What follows belongs to an exercise in optimizing a design on an open flow for small area, a short achievable clock period and few clock cycles; a production flow would make more cautious choices. Only simulation tests tie the RTL to the original design; equivalence was not proved. Power and IR drop assume default switching activity.

==> flow/design.v <==
module ksadd #(parameter int W = 32, parameter int L = 5) (   
  input  logic [W-1:0] x, y,
  input  logic         cin,
  output logic [W-1:0] s,
  output logic         cout
);
  logic [W-1:0] p;
  logic [W-1:0] g [0:L];
  logic [W-1:0] q [0:L];
  assign p = x ^ y;
  always_comb begin
    g[0] = x & y;
    g[0][0] = g[0][0] | (p[0] & cin);
    q[0] = p;
    for (int k = 0; k < L; k++)
      for (int i = 0; i < W; i++)
        if (i >= (1 << k)) begin
          g[k+1][i] = g[k][i] | (q[k][i] & g[k][i - (1 << k)]);
          q[k+1][i] = q[k][i] & q[k][i - (1 << k)];
        end else begin
          g[k+1][i] = g[k][i];
          q[k+1][i] = q[k][i];
        end
  end
  assign s    = p ^ {g[L][W-2:0], cin};
  assign cout = g[L][W-1];
endmodule
module pipeline (
  input  logic        CLK, nRST,
  output logic        halt,
  input  logic [1:0]  ramstate,
  input  logic [31:0] ramload,
  output logic [31:0] memaddr,
  output logic        memREN,
  output logic        memWEN,
  output logic [31:0] memstore
);
  logic [31:2] npc;        
  logic [31:0] ir;
  logic        dv;         
  logic        dph;        
  logic [4:0]  raddr;      
  logic [31:1] rse;        
  logic [15:2] daddr;      
  logic        dm;         
  logic [4:0]  lrt;        
  logic        halt_r;
  logic        ev;
  logic [4:0]  ewsel;
  logic [31:0] a, b;       
  logic [4:0]  sa;         
  logic        e_sub, e_left;
  logic        e_sum, e_slt, e_sltu, e_and, e_or, e_xor, e_nor, e_sh, e_b;
  logic [31:0] rf [1:31];
  logic [31:1] rvalid;
  logic [5:0]  op, fn;
  logic [4:0]  rs, rt, rd;
  logic [15:0] imm;
  assign op  = ir[31:26];
  assign fn  = ir[5:0];
  assign rs  = ir[25:21];
  assign rt  = ir[20:16];
  assign rd  = ir[15:11];
  assign imm = ir[15:0];
  logic is_r, is_jr, is_jal, is_beq, is_bne, is_br, is_immop, is_lui,
        is_lw, is_sw, is_halt, r_alu;
  logic f_add, f_sub, f_and, f_or, f_xor, f_nor, f_slt, f_sltu, f_sll, f_srl;
  always_comb begin
    is_r     = (op == 6'b000000);
    is_jr    = is_r && (fn == 6'b001000);
    is_jal   = (op == 6'b000011);
    is_beq   = (op == 6'b000100);
    is_bne   = (op == 6'b000101);
    is_br    = is_beq || is_bne;
    is_immop = (op[5:3] == 3'b001);           
    is_lui   = (op == 6'b001111);
    is_lw    = (op == 6'b100011);
    is_sw    = (op == 6'b101011);
    is_halt  = (op == 6'b111111);
    if (is_r) begin
      f_add  = (fn[5:1] == 5'b10000);
      f_sub  = (fn[5:1] == 5'b10001);
      f_and  = (fn == 6'b100100);
      f_or   = (fn == 6'b100101);
      f_xor  = (fn == 6'b100110);
      f_nor  = (fn == 6'b100111);
      f_slt  = (fn == 6'b101010);
      f_sltu = (fn == 6'b101011);
      f_sll  = (fn == 6'b000100);
      f_srl  = (fn == 6'b000110);
    end else begin
      f_add  = is_immop && (op[2:1] == 2'b00);
      f_sub  = 1'b0;
      f_and  = is_immop && (op[2:0] == 3'b100);
      f_or   = is_immop && (op[2:0] == 3'b101);
      f_xor  = is_immop && (op[2:0] == 3'b110);
      f_nor  = 1'b0;
      f_slt  = is_immop && (op[2:0] == 3'b010);
      f_sltu = is_immop && (op[2:0] == 3'b011);
      f_sll  = 1'b0;
      f_srl  = 1'b0;
    end
    r_alu = is_r && (f_add || f_sub || f_and || f_or || f_xor || f_nor ||
                     f_slt || f_sltu || f_sll || f_srl);
  end
  logic        sext;
  logic [31:0] immy;
  assign sext = ~op[2] & ~(op[1] & op[0]);
  assign immy = is_lui ? {imm, 16'h0} : {{16{sext & imm[15]}}, imm};
  logic two;
  assign two = r_alu || (is_br && rt != 5'd0) || is_sw;
  logic [31:0] rdata;
  always_comb begin
    rdata = '0;
    for (int i = 1; i < 32; i++)
      rdata = rdata | ({32{rse[i]}} & rf[i]);
  end
  logic acc, st, fetch_en, fdone;
  logic rq_d, rq_w, rq_f;
  assign acc      = ramstate[1];                  
  assign st       = rq_w;                         
  assign fetch_en = rq_f;                         
  assign fdone    = acc && !rq_d && fetch_en;
  assign memaddr  = {16'h0, rq_d ? daddr : npc[15:2], 2'b00};
  assign memREN   = rq_d ? !rq_w : rq_f;
  assign memWEN   = rq_w;
  assign memstore = b;
  assign halt     = halt_r;
  logic rd_now, stall, dstep, last, leave, taken, redirect;
  assign rd_now = dph || is_r || is_br || is_immop || is_lw || is_sw;
  assign stall  = rd_now && ev && (ewsel == raddr);
  assign dstep  = dv && !dm && !halt_r && !stall;
  assign last   = dph || !two;
  assign leave  = dstep && last;
  assign taken  = is_br && (((dph ? b : 32'd0) == rdata) ^ is_bne);
  assign redirect = dstep && last && (is_jal || is_jr || taken);
  logic [31:2] target;
  always_comb begin
    if (is_br)      target = npc + {{14{imm[15]}}, imm};
    else if (is_jr) target = rdata[31:2];
    else            target = {npc[31:28], ir[25:0]};
  end
  logic [15:2] dsum;
  logic        dsum_co;
  ksadd #(.W(14), .L(4)) u_dadd (.x(rdata[15:2]), .y(imm[15:2]), .cin(1'b0), .s(dsum), .cout(dsum_co));
  logic daccept;
  assign daccept = !dv || leave;
  logic [31:2] npc1;
  logic        fj;
  assign npc1 = npc + 30'd1;
  assign fj   = (ramload[31:26] == 6'b000010);
  logic [4:0] fra;
  logic       f_rt;
  assign f_rt = (ramload[31:26] == 6'b000000 && ramload[5:0] != 6'b001000) ||
                (ramload[31:27] == 5'b00010 && ramload[20:16] != 5'd0);
  assign fra  = f_rt ? ramload[20:16] : ramload[25:21];
  logic [4:0] sra;
  assign sra = is_sw ? rt : rs;
  logic [4:0] raddr_n;
  logic       raddr_ld;
  always_comb begin
    raddr_ld = 1'b1;
    raddr_n  = fra;
    if (fdone && daccept) raddr_n = fra;
    else if (dstep && !dph && two) raddr_n = sra;
    else raddr_ld = 1'b0;
  end
  logic [31:0] brev;
  always_comb
    for (int i = 0; i < 32; i++) brev[i] = b[31-i];
  logic [32:0] sum;
  logic        slt, sltu;
  logic [31:0] shr, sh, res;
  ksadd #(.W(32), .L(5)) u_add (.x(a), .y(b), .cin(e_sub), .s(sum[31:0]), .cout(sum[32]));
  assign sltu = ~sum[32];
  assign slt  = (a[31] ^ b[31] ^ e_sub) ? a[31] : sum[31];
  assign shr  = b >> sa;
  always_comb
    for (int i = 0; i < 32; i++) sh[i] = e_left ? shr[31-i] : shr[i];
  assign res = ({32{e_sum}}  & sum[31:0]) |
               ({32{e_slt}}  & {31'd0, slt}) |
               ({32{e_sltu}} & {31'd0, sltu}) |
               ({32{e_and}}  & (a & b)) |
               ({32{e_or}}   & (a | b)) |
               ({32{e_xor}}  & (a ^ b)) |
               ({32{e_nor}}  & ~(a | b)) |
               ({32{e_sh}}   & sh) |
               ({32{e_b}}    & b);
  logic        wen;
  logic [4:0]  wsel;
  logic [31:0] wdata;
  assign wen   = dm ? (acc && !st) : ev;
  assign wsel  = dm ? lrt : ewsel;
  assign wdata = dm ? ramload : res;
  always_ff @(posedge CLK)
    for (int i = 1; i < 32; i++)
      if (wen && wsel == 5'(i)) rf[i] <= wdata;
  logic [31:1] rvalid_n;
  always_comb
    for (int i = 1; i < 32; i++)
      rvalid_n[i] = rvalid[i] || (wen && wsel == 5'(i));
  always_ff @(posedge CLK, negedge nRST)
    if (!nRST) rvalid <= '0;
    else       rvalid <= rvalid_n;
  logic [4:0] raddr_nx;
  assign raddr_nx = raddr_ld ? raddr_n : raddr;
  logic [31:1] rsel_nx;
  always_comb
    for (int i = 1; i < 32; i++)
      if (fdone && daccept)
        rsel_nx[i] = f_rt ? (ramload[20:16] == 5'(i)) : (ramload[25:21] == 5'(i));
      else if (dstep && !dph && two)
        rsel_nx[i] = (sra == 5'(i));
      else
        rsel_nx[i] = (raddr == 5'(i));
  always_ff @(posedge CLK) begin
    raddr <= raddr_nx;
    for (int i = 1; i < 32; i++) rse[i] <= rsel_nx[i] && rvalid_n[i];
  end
  logic dm_nx, st_nx, halt_nx, dv_nx, halt_ir_nx;
  assign dm_nx      = dm ? !acc : (dstep && ((!dph && is_lw) || (dph && is_sw)));
  assign st_nx      = dm ? (st && !acc) : (dstep && dph && is_sw);
  assign halt_nx    = halt_r || (dstep && is_halt);
  assign dv_nx      = daccept ? (fdone && !redirect && !fj) : dv;
  assign halt_ir_nx = (fdone && daccept) ? (ramload[31:26] == 6'b111111) : is_halt;
  logic e_go;    
  assign e_go = dstep && ((dph && r_alu) || (!dph && (is_immop || is_jal)));
  always_ff @(posedge CLK, negedge nRST) begin
    if (!nRST) begin
      npc    <= '0;
      dv     <= 1'b0;
      dph    <= 1'b0;
      dm     <= 1'b0;
      ev     <= 1'b0;
      halt_r <= 1'b0;
      rq_d   <= 1'b0;
      rq_w   <= 1'b0;
      rq_f   <= 1'b1;
    end else begin
      if (redirect)
        npc <= target;
      else if (fdone && daccept)
        npc <= fj ? {npc1[31:28], ramload[25:0]} : npc1;
      if (daccept)
        dv <= fdone && !redirect && !fj;
      if (leave)
        dph <= 1'b0;
      else if (dstep && !dph && two)
        dph <= 1'b1;
      dm <= dm_nx;
      ev <= e_go;
      rq_d <= dm_nx || st_nx;
      rq_w <= st_nx;
      rq_f <= !halt_nx && !(dv_nx && halt_ir_nx);
      if (dstep && is_halt)
        halt_r <= 1'b1;
    end
  end
  always_ff @(posedge CLK) begin
    if (fdone && daccept)
      ir <= ramload;
    if (dstep && !dph) begin
      daddr <= dsum;
      lrt   <= rt;
    end
    a  <= rdata;
    sa <= rdata[4:0];
    if (dstep) begin
      if (dph && is_sw)
        b <= rdata;                        
      else if (dph)
        b <= {32{f_sub | f_slt | f_sltu}} ^ (f_sll ? brev : b);
      else if (two)
        b <= rdata;                        
      else if (is_jal)
        b <= {npc, 2'b00};
      else
        b <= {32{f_slt | f_sltu}} ^ immy;
    end
    begin
      ewsel  <= dph ? rd : (is_jal ? 5'd31 : rt);
      e_sub  <= f_sub | f_slt | f_sltu;
      e_left <= f_sll;
      e_sum  <= f_add | f_sub;
      e_slt  <= f_slt;
      e_sltu <= f_sltu;
      e_and  <= f_and;
      e_or   <= f_or;
      e_xor  <= f_xor;
      e_nor  <= f_nor;
      e_sh   <= f_sll | f_srl;
      e_b    <= is_jal || is_lui;
    end
  end
endmodule
make LEC_CHECK=0 CAP_MARGIN=50 CORE_MARGIN=2 CORE_UTILIZATION=55 CTS_CLUSTER_DIAMETER=80 CTS_CLUSTER_SIZE=20 PLACE_DENSITY=0.7 SETUP_SLACK_MARGIN=5 SLEW_MARGIN=70 finish   # period 12.0 ns
run.sh (not shown) runs the stock make flow with config.mk's settings and CLKGATE_MAP_FILE= SYNTH_SCRIPT=/design/flow/synth_recipe.tcl, a recipe that flattens the netlist after the stock synthesis.
Testbench counts at the start, summed over its fixed seeds: cycles 104,983.
==> next run, changes <==
--- a/flow/design.v
+++ b/flow/design.v
@@ -51,9 +51,8 @@
   logic [4:0]  sa;         
   logic        e_sub, e_left;
   logic        e_sum, e_slt, e_sltu, e_and, e_or, e_xor, e_nor, e_sh, e_b;
   logic [31:0] rf [1:31];
-  logic [31:1] rvalid;
   logic [5:0]  op, fn;
   logic [4:0]  rs, rt, rd;
   logic [15:0] imm;
   assign op  = ir[31:26];
@@ -191,18 +190,16 @@
   logic [31:0] wdata;
   assign wen   = dm ? (acc && !st) : ev;
   assign wsel  = dm ? lrt : ewsel;
   assign wdata = dm ? ramload : res;
+  logic        clr;
+  logic [31:0] wdata_c;
+  assign clr     = !nRST;
+  assign wdata_c = wdata & {32{nRST}};
   always_ff @(posedge CLK)
     for (int i = 1; i < 32; i++)
-      if (wen && wsel == 5'(i)) rf[i] <= wdata;
-  logic [31:1] rvalid_n;
-  always_comb
-    for (int i = 1; i < 32; i++)
-      rvalid_n[i] = rvalid[i] || (wen && wsel == 5'(i));
-  always_ff @(posedge CLK, negedge nRST)
-    if (!nRST) rvalid <= '0;
-    else       rvalid <= rvalid_n;
+      if (clr || (wen && wsel == 5'(i)))
+        rf[i] <= wdata_c;
   logic [4:0] raddr_nx;
   assign raddr_nx = raddr_ld ? raddr_n : raddr;
   logic [31:1] rsel_nx;
   always_comb
@@ -214,9 +211,9 @@
       else
         rsel_nx[i] = (raddr == 5'(i));
   always_ff @(posedge CLK) begin
     raddr <= raddr_nx;
-    for (int i = 1; i < 32; i++) rse[i] <= rsel_nx[i] && rvalid_n[i];
+    rse <= rsel_nx;
   end
   logic dm_nx, st_nx, halt_nx, dv_nx, halt_ir_nx;
   assign dm_nx      = dm ? !acc : (dstep && ((!dph && is_lw) || (dph && is_sw)));
   assign st_nx      = dm ? (st && !acc) : (dstep && dph && is_sw);
Area after synthesis fell by a few percent.
Power rose by roughly a tenth.
Die area fell by a few percent.
Clock skew fell by 9.5 ps.
Synthesized cell count fell slightly.
Testbench counts after the change, summed over its fixed seeds: cycles 104,983.

## what the ideal ports hide
No port has a modelled driver above. Below, the same layouts with a new extraction and two added sets of constraints.
Step 1, drivers: a clkbuf_16 drives CLK and a buf_2 each remaining input, both assumed.
Step 2 adds t to the input delays and takes it off the output delays; t is the mean of the earliest and latest rising clock arrival at the registers after step 1. Input paths then give back, and output paths get back, about the clock's delay inside the block.
Slacks: no drivers / after step 1 / after step 2; pairs: no drivers / after step 1.
run | t, ns | setup slack, ns | latest minus earliest clock arrival (ns) | worst slew at a driven data input, ns
the first run | 0.757 | 6.872 / 6.872 / 6.512 | 0.050 / 0.050 | 0.04
the second run | 0.740 | 6.661 / 6.661 / 6.661 | 0.040 / 0.041 | 0.05
After both steps setup and hold are still met in every run listed. For the first run, which loses most, drivers alone change the setup slack by 0.000 ns; drivers and shift together by -0.360 ns.
